Context: an optimization exercise on an open-source flow, tuned for small area. The choices shown serve that exercise and are no tape-out recipe.
Where RTL was checked, it was by simulation tests only, not by an equivalence proof against the original.

## oak
## Edge_Detection_Top
module Edge_Detection_Top #(
    parameter WIDTH   = 8,
    parameter H_RES   = 80,
    parameter V_RES   = 120,
    parameter TH_HIGH = 40,
    parameter TH_LOW  = 20
) (
    input  logic             clk,
    input  logic             rstn,
    input  logic             i_vsync,
    input  logic             i_hsync,
    input  logic             i_de,
    input  logic [WIDTH-1:0] i_r_data,
    input  logic [WIDTH-1:0] i_g_data,
    input  logic [WIDTH-1:0] i_b_data,
    output logic             o_vsync,
    output logic             o_hsync,
    output logic             o_de,
    output logic [WIDTH-1:0] o_data
);
clock: 10.0 ns
lec_check: 0
cap_margin: 10
core_margin: 2
core_utilization: 60
place_density: 0.7
slew_margin: 10
standard.sh (not shown) runs the stock make flow with config.mk's settings and CLKGATE_MAP_FILE= SYNTH_SCRIPT=/design/flow/synth_recipe.tcl, a recipe that flattens the netlist after the stock synthesis.
==> flow/flow/run.sh <==
#!/bin/bash
# Standard ORFS layout, except that clock tree synthesis uses small clock
# buffers and inserts no dummy balancing loads.  Each tool's output goes to a
# log file of its own in this folder.
set -euo pipefail
cd "$(dirname "$0")/.."
source flow/opts.sh
bash standard.sh "CTS_ARGS=$CTS_ARGS" $EXTRA synth > synth.log 2>&1
bash standard.sh "CTS_ARGS=$CTS_ARGS" $EXTRA floorplan > floorplan.log 2>&1
bash standard.sh "CTS_ARGS=$CTS_ARGS" $EXTRA place > place.log 2>&1
bash standard.sh "CTS_ARGS=$CTS_ARGS" $EXTRA cts > cts.log 2>&1
bash standard.sh "CTS_ARGS=$CTS_ARGS" $EXTRA finish > finish.log 2>&1
==> flow/flow/opts.sh <==
CTS_ARGS="-sink_clustering_enable -repair_clock_nets -dont_use_dummy_load -buf_list sky130_fd_sc_hd__clkbuf_4 -sink_clustering_size 10 -sink_clustering_max_diameter 40"
EXTRA=""
oak | stages: all done | timing, DRC, antenna: all pass
## Diff of input files: pine against oak
==> flow/flow/opts.sh <==
CTS_ARGS="-sink_clustering_enable -repair_clock_nets -dont_use_dummy_load -buf_list sky130_fd_sc_hd__clkbuf_8 -sink_clustering_size 20 -sink_clustering_max_diameter 50"
EXTRA=""
Layout-stage area growth over the synthesis result ends up lower on oak. Setup slack: pine more than oak. pine ends up with a minimum period implied by the final worst setup slack that is 56 ps lower than in oak.

---

== job 101 ==
Another version of the RTL of Edge_Detection_Top (not shown whole).
Size: about 5,100 cells after synthesis, ~4,100 flip-flops.
export LEC_CHECK = 0
export CAP_MARGIN = 10
export CORE_MARGIN = 2
export CORE_UTILIZATION = 70
export PLACE_DENSITY = 0.8
export SLEW_MARGIN = 10
create_clock -name core_clock -period 10.0 [get_ports {clk}]
==> flow/flow/run.sh <==
#!/bin/bash
# Standard ORFS layout (the standard.sh, standard synthesis), except for
# the make variables in flow/opts.sh: clock tree synthesis with small clock
# buffers and no dummy balancing loads, and small port buffers.
# Each step's output goes to a log file of its own in this folder.
set -euo pipefail
cd "$(dirname "$0")/.."
source flow/opts.sh
for step in synth floorplan place cts finish; do
  bash standard.sh "${ARGS[@]}" $step > $step.log 2>&1
done
==> flow/flow/opts.sh <==
ARGS=(
  "CTS_ARGS=-sink_clustering_enable -repair_clock_nets -dont_use_dummy_load -buf_list sky130_fd_sc_hd__clkbuf_4 -sink_clustering_size 12 -sink_clustering_max_diameter 35"
  "BUFFER_PORTS_ARGS=-buffer_cell sky130_fd_sc_hd__buf_1"
)
diff inputs: job 101 => job 102
Settings: a change of PLACE_DENSITY from 0.8 to 0.7; a change of CORE_UTILIZATION from 70 to 60.
==> flow/flow/opts.sh <==
ARGS=(
  "CTS_ARGS=-sink_clustering_enable -repair_clock_nets -dont_use_dummy_load -buf_list sky130_fd_sc_hd__clkbuf_4 -sink_clustering_size 11 -sink_clustering_max_diameter 40"
  "BUFFER_PORTS_ARGS=-buffer_cell sky130_fd_sc_hd__buf_1"
)
--- outcome ---
The total placed cells including tap cells in job 101 is 0.945 times that in job 102. Relative to job 101, count of clock buffers in the final design decreased by about 2.8% in job 102. Minimum clock period was lower in the run labelled job 102. Routed length on met3 (lower): job 102. Worst setup path startpoint: sc[9]$_DFFE_PP_ -> job 102, sc[634]$_DFFE_PP_ -> job 101. Buffer share of cell area: job 102 vs job 101 — no meaningful difference. Total detailed-routing wirelength in job 102 is about 7% lower than in job 101. Finished layout cell area (job 102 over job 101): increase, about 0.34%.
Function was not checked in any run of this note: the RTL went through the layout flow alone.

---

## run 1
Another version of the RTL of Edge_Detection_Top (not shown whole).
Size in the first run: ~5000 cells after synthesis, ~4100 flip-flops.
==> flow/config.mk <==
export PLATFORM = sky130hd
export DESIGN_NAME = Edge_Detection_Top
export DESIGN_NICKNAME = Edge_Detection_Top
export VERILOG_FILES = /design/flow/design.v
export SDC_FILE = /design/flow/constraint.sdc
export NUM_CORES = 4
export LEC_CHECK = 0
export CAP_MARGIN = 10
export CORE_MARGIN = 2
export CORE_UTILIZATION = 60
export PLACE_DENSITY = 0.7
export SLEW_MARGIN = 10
==> flow/constraint.sdc <==
create_clock -name core_clock -period 10.0 [get_ports {clk}]
set_input_delay 2.0000 -clock core_clock [delete_from_list [all_inputs] [get_ports {clk}]]
set_output_delay 2.0000 -clock core_clock [all_outputs]
set_load 0.01 [all_outputs]
==> flow/flow/opts.sh <==
ARGS=(
  "CTS_ARGS=-sink_clustering_enable -repair_clock_nets -dont_use_dummy_load -buf_list sky130_fd_sc_hd__clkbuf_4 -sink_clustering_size 11 -sink_clustering_max_diameter 45"
  "BUFFER_PORTS_ARGS=-buffer_cell sky130_fd_sc_hd__buf_1"
)
Scripts as last shown in full above: flow/flow/run.sh
Input-level comparison between run 2 and run 1:
==> flow/flow/opts.sh <==
ARGS=(
  "CTS_ARGS=-sink_clustering_enable -repair_clock_nets -dont_use_dummy_load -buf_list sky130_fd_sc_hd__clkbuf_4 -sink_clustering_size 10 -sink_clustering_max_diameter 40"
  "BUFFER_PORTS_ARGS=-buffer_cell sky130_fd_sc_hd__buf_1"
)
## What came out
- Row core utilization: run 2 higher / run 1 lower
- Delta (run 2 minus run 1): final design area excluding fillers essentially unchanged, final cycle utilization of the critical path lower, data arrival time at the worst-slack endpoint closely matched the old numbers, area of the mapped netlist now sits at about the same level.
For run 3, these inputs were changed with respect to run 2:
==> flow/flow/opts.sh <==
ARGS=(
  "CTS_ARGS=-sink_clustering_enable -repair_clock_nets -dont_use_dummy_load -buf_list sky130_fd_sc_hd__clkbuf_4 -sink_clustering_size 12 -sink_clustering_max_diameter 35"
  "BUFFER_PORTS_ARGS=-buffer_cell sky130_fd_sc_hd__buf_1"
)
Findings:
Of run 2 and run 3, the run reporting the lower clock network latency to the later pin of the worst-skew pair was run 3.
Looking at worst setup slack across both flows, run 3 is the stronger of the two, with run 2 trailing.
Summary of run 3 over run 2: final cell count without fillers shows no meaningful change, arrival time of data at the critical path endpoint shows a reduction of 0.03 ns, via density per instance shows no meaningful change, time the worst path needs with I/O delays and setup shows a reduction of 0.050 ns, sequential cell area share shows no meaningful change.
Clock-buffer cell count for run 3: 3 up relative to run 2
Any difference in design area between run 2 and run 3 is small enough to ignore.
Run 2 -> run 3: post-synthesis sequential element count delta 0, exact match
Setup changes, run 3 to run 4
==> flow/flow/opts.sh <==
ARGS=(
  "CTS_ARGS=-sink_clustering_enable -repair_clock_nets -dont_use_dummy_load -buf_list sky130_fd_sc_hd__clkbuf_4 -sink_clustering_size 10 -sink_clustering_max_diameter 50"
  "BUFFER_PORTS_ARGS=-buffer_cell sky130_fd_sc_hd__buf_1"
)
Re hold slack: run 3 was lower than run 4. Compare run 4 and run 3 | data arrival time at the worst-slack endpoint higher: run 4. There was hardly any difference in via count of the first global-routing pass between run 4 and run 3. From run 3 to run 4 the numbers moved as follows: number of clock buffers in the layout moved down; worst setup skew after layout moved up; core utilization level; post-layout instance count excluding filler cells level; number of DRC markers after the initial detailed-route iteration moved up. On total routed wire length on the met1 layer, run 4 and run 3 are neck and neck. Looking at run 4 and run 3, the sequential share of layout area is a wash.

==> static timing again, ports no longer ideal <==
Ports are ideal in the flow. The routed layouts listed here were re-timed in OpenROAD.
Step 1, drivers: a clkbuf_16 drives clk and a buf_2 each remaining input, both assumed.
Step 2, shift: input delay + t, output delay - t, t = (earliest + latest rising clock arrival at the registers) / 2. This alone moves slack from input paths to output paths.
Slacks: no drivers / after step 1 / after step 2; pairs: no drivers / after step 1.
run	shift t [ns]	setup WS [ns]	worst setup path after step 2	latest minus earliest clock arrival (ns)
oak	1.401	2.711 / 2.711 / 1.866	input to register	0.159 / 0.159
pine	1.063	2.766 / 2.766 / 1.793	input to register	0.103 / 0.102
job 101	1.433	0.698 / 0.698 / 0.698	register to register	0.180 / 0.180
job 102	1.379	0.707 / 0.707 / 0.707	register to register	0.182 / 0.182
run 1	1.395	2.632 / 2.632 / 2.109	input to register	0.134 / 0.134
run 2	1.417	2.691 / 2.691 / 2.073	input to register	0.155 / 0.155
run 3	1.424	2.741 / 2.741 / 2.099	input to register	0.188 / 0.188
run 4	1.409	2.671 / 2.671 / 2.094	input to register	0.172 / 0.172
After both steps every run listed still meets setup and hold. The setup slack of pine, which loses most, moves by 0.000 ns with the drivers and by -0.973 ns with both steps.
